Context: an optimization exercise on an open-source flow, tuned for small area and a short achievable clock period. The choices shown serve that exercise and are no tape-out recipe. The RTL was checked by simulation tests, not by an equivalence proof against the original design. No activity file was given, so power comes from the tool's default toggle rates.

==> flow/design.v (excerpt) <==
module TLB(
    input clk,
    input reset,
    output io_req_ready,
    input  io_req_valid,
    input [6:0] io_req_bits_asid,
    input [27:0] io_req_bits_vpn,
    input  io_req_bits_passthrough,
    input  io_req_bits_instruction,
    input  io_req_bits_store,
    output io_resp_miss,
    output[19:0] io_resp_ppn,
    output io_resp_xcpt_ld,
    output io_resp_xcpt_st,
    output io_resp_xcpt_if,
    output[7:0] io_resp_hit_idx,
    input  io_ptw_req_ready,
    output io_ptw_req_valid,
    output[26:0] io_ptw_req_bits_addr,
    output[1:0] io_ptw_req_bits_prv,
    output io_ptw_req_bits_store,
    output io_ptw_req_bits_fetch,
    input  io_ptw_resp_valid,
    input  io_ptw_resp_bits_error,
    input [19:0] io_ptw_resp_bits_pte_ppn,
    input [2:0] io_ptw_resp_bits_pte_reserved_for_software,
    input  io_ptw_resp_bits_pte_d,
    input  io_ptw_resp_bits_pte_r,
    input [3:0] io_ptw_resp_bits_pte_typ,
    input  io_ptw_resp_bits_pte_v,
    input  io_ptw_status_sd,
    input [30:0] io_ptw_status_zero2,
    input  io_ptw_status_sd_rv32,
    input [8:0] io_ptw_status_zero1,
    input [4:0] io_ptw_status_vm,
    input  io_ptw_status_mprv,
    input [1:0] io_ptw_status_xs,
    input [1:0] io_ptw_status_fs,
    input [1:0] io_ptw_status_prv3,
    input  io_ptw_status_ie3,
    input [1:0] io_ptw_status_prv2,
    input  io_ptw_status_ie2,
    input [1:0] io_ptw_status_prv1,
    input  io_ptw_status_ie1,
    input [1:0] io_ptw_status_prv,
    input  io_ptw_status_ie,
    input  io_ptw_invalidate
);
For scale: about 1400 cells after synthesis, roughly 0.023 mm^2 of cells after synthesis.
export LEC_CHECK = 0
export CAP_MARGIN = 20
export CORE_MARGIN = 2
export CORE_UTILIZATION = 60
export PLACE_DENSITY = 0.85
export SETUP_SLACK_MARGIN = 2.1
export SLEW_MARGIN = 20
export SYNTH_HIERARCHICAL = 1
create_clock -name core_clock -period 6.5 [get_ports {clk}]
standard.sh (not shown) runs the stock make flow with config.mk's settings and CLKGATE_MAP_FILE= SYNTH_SCRIPT=/design/flow/synth_recipe.tcl, a recipe that flattens the netlist after the stock synthesis.
==> flow/flow/run.sh <==
#!/bin/bash
# The standard layout flow, except that:
#  - the buffers put on the input and output ports are sky130_fd_sc_hd__buf_1
#    cells instead of the default delay buffer (timing repair resizes the ones
#    on critical paths);
#  - clock tree synthesis uses clkbuf_8 buffers for clusters of up to 16
#    flip-flops and inserts no dummy loads.
# The full output of the flow goes to standard.log in the folder this runs in.
set -euo pipefail
export BUFFER_PORTS_ARGS="-buffer_cell sky130_fd_sc_hd__buf_1"
export CTS_ARGS="-sink_clustering_enable -repair_clock_nets -dont_use_dummy_load -buf_list sky130_fd_sc_hd__clkbuf_8 -sink_clustering_size 16 -sink_clustering_max_diameter 70"
bash standard.sh > standard.log 2>&1
Next try:
==> flow/run.sh (new file) <==
#!/bin/bash
# synth_recipe.tcl (not shown) runs the flow's synth.tcl, then flattens the netlist and writes it again
# the make line also repeats each setting of config.mk as NAME=value (left out here)
make -C /OpenROAD-flow-scripts/flow DESIGN_CONFIG=/design/flow/config.mk WORK_HOME=/design/flow/orfs CLKGATE_MAP_FILE= SYNTH_SCRIPT=/design/flow/synth_recipe.tcl finish
--- a/flow/config.mk
+++ b/flow/config.mk
@@ -10,3 +10,5 @@
-export CORE_UTILIZATION = 60
-export PLACE_DENSITY = 0.85
-export SETUP_SLACK_MARGIN = 2.1
+export CORE_UTILIZATION = 40
+export CTS_BUF_LIST = sky130_fd_sc_hd__clkbuf_8 sky130_fd_sc_hd__clkbuf_16
+export CTS_CLUSTER_DIAMETER = 100
+export CTS_CLUSTER_SIZE = 20
+export SETUP_SLACK_MARGIN = 2.8
removed: flow/flow/run.sh
removed: flow/standard.sh
Wire length rises by 7.5%.
Clock power rose by 27%.
Cell count rises by 17%.
Next try:
==> flow/flow/run.sh (new file) <==
#!/bin/bash
# The standard layout flow, except that:
#  - the buffers put on the input and output ports are sky130_fd_sc_hd__buf_1
#    cells instead of the default delay buffer (timing repair resizes the ones
#    on critical paths);
#  - clock tree synthesis uses clkbuf_8 buffers for clusters of up to 16
#    flip-flops and inserts no dummy loads.
# The full output of the flow goes to standard.log in the folder this runs in.
set -euo pipefail
export BUFFER_PORTS_ARGS="-buffer_cell sky130_fd_sc_hd__buf_1"
export CTS_ARGS="-sink_clustering_enable -repair_clock_nets -dont_use_dummy_load -buf_list sky130_fd_sc_hd__clkbuf_8 -sink_clustering_size 16 -sink_clustering_max_diameter 70"
bash standard.sh > standard.log 2>&1
==> flow/standard.sh (new file) <==
#!/bin/bash
# synth_recipe.tcl (not shown) runs the flow's synth.tcl, then flattens the netlist and writes it again
# the make line also repeats each setting of config.mk as NAME=value (left out here)
make -C /OpenROAD-flow-scripts/flow DESIGN_CONFIG=/design/flow/config.mk WORK_HOME=/design/flow/orfs CLKGATE_MAP_FILE= SYNTH_SCRIPT=/design/flow/synth_recipe.tcl "${@:-finish}"
--- a/flow/config.mk
+++ b/flow/config.mk
@@ -14 +14 @@
-export SETUP_SLACK_MARGIN = 2.8
+export SETUP_SLACK_MARGIN = 1.8
removed: flow/run.sh
The new run passed the timing, design-rule and antenna checks.
Combinational power is lower by 27%.
Synthesized cell count is unchanged.
Routed wire length falls by 7.3%.
Register-to-register slack gains 0.13 ns.
Fmax falls by 1.2%.
Final cell count is lower by 4.8%.
Setup slack loses 0.056 ns.
First-iteration DRC count shrinks by 8.7%.
Next try:
--- a/flow/flow/run.sh
+++ b/flow/flow/run.sh
@@ -7 +7,3 @@
-#    flip-flops and inserts no dummy loads.
+#    flip-flops and inserts no dummy loads;
+#  - after global routing, cells on paths with the most slack are downsized
+#    (ORFS power recovery on 70% of the paths with positive slack).
@@ -11,0 +14 @@
+export RECOVER_POWER=70
--- a/flow/config.mk
+++ b/flow/config.mk
@@ -11,4 +11,2 @@
-export CTS_BUF_LIST = sky130_fd_sc_hd__clkbuf_8 sky130_fd_sc_hd__clkbuf_16
-export CTS_CLUSTER_DIAMETER = 100
-export CTS_CLUSTER_SIZE = 20
-export SETUP_SLACK_MARGIN = 1.8
+export PLACE_DENSITY = 0.8
+export SETUP_SLACK_MARGIN = 1.9
The new run finished but fails on capacitance limit, slew limit.
Flip-flop and latch count does not change.
Fmax is lower by 9.1%.
Worst setup slack got worse by 0.46 ns.
Clock skew is higher by 0.0065 ns.
Utilization stays flat.

what the ideal ports hide:
How much do the figures lean on ideal ports? The routed layouts below were timed once more, with nothing changed but the port constraints. Step 1 sets driving cells, clkbuf_16 on the clock port and buf_2 on the other inputs (assumed; they add their load-dependent delay and slew). Step 2 also shifts input and output timing later by t, the mid clock arrival at the registers, as if the neighbouring blocks saw the same clock. a / b / c = ideal / step 1 / step 2; a / b = the first two.
run | t, ns | setup WS [ns] | worst slew at a driven data input, ns
the first run | 0.624 | 1.951 / 1.905 / 1.905 | 0.10
the second run | 0.643 | 1.924 / 1.839 / 1.839 | 0.19
the third run | 0.665 | 1.868 / 1.840 / 1.840 | 0.11
the fourth run | 0.645 | 1.406 / 1.375 / 0.875 | 0.10
The setup slack of the fourth run, which loses most, moves by -0.031 ns with the drivers and by -0.531 ns with both steps.
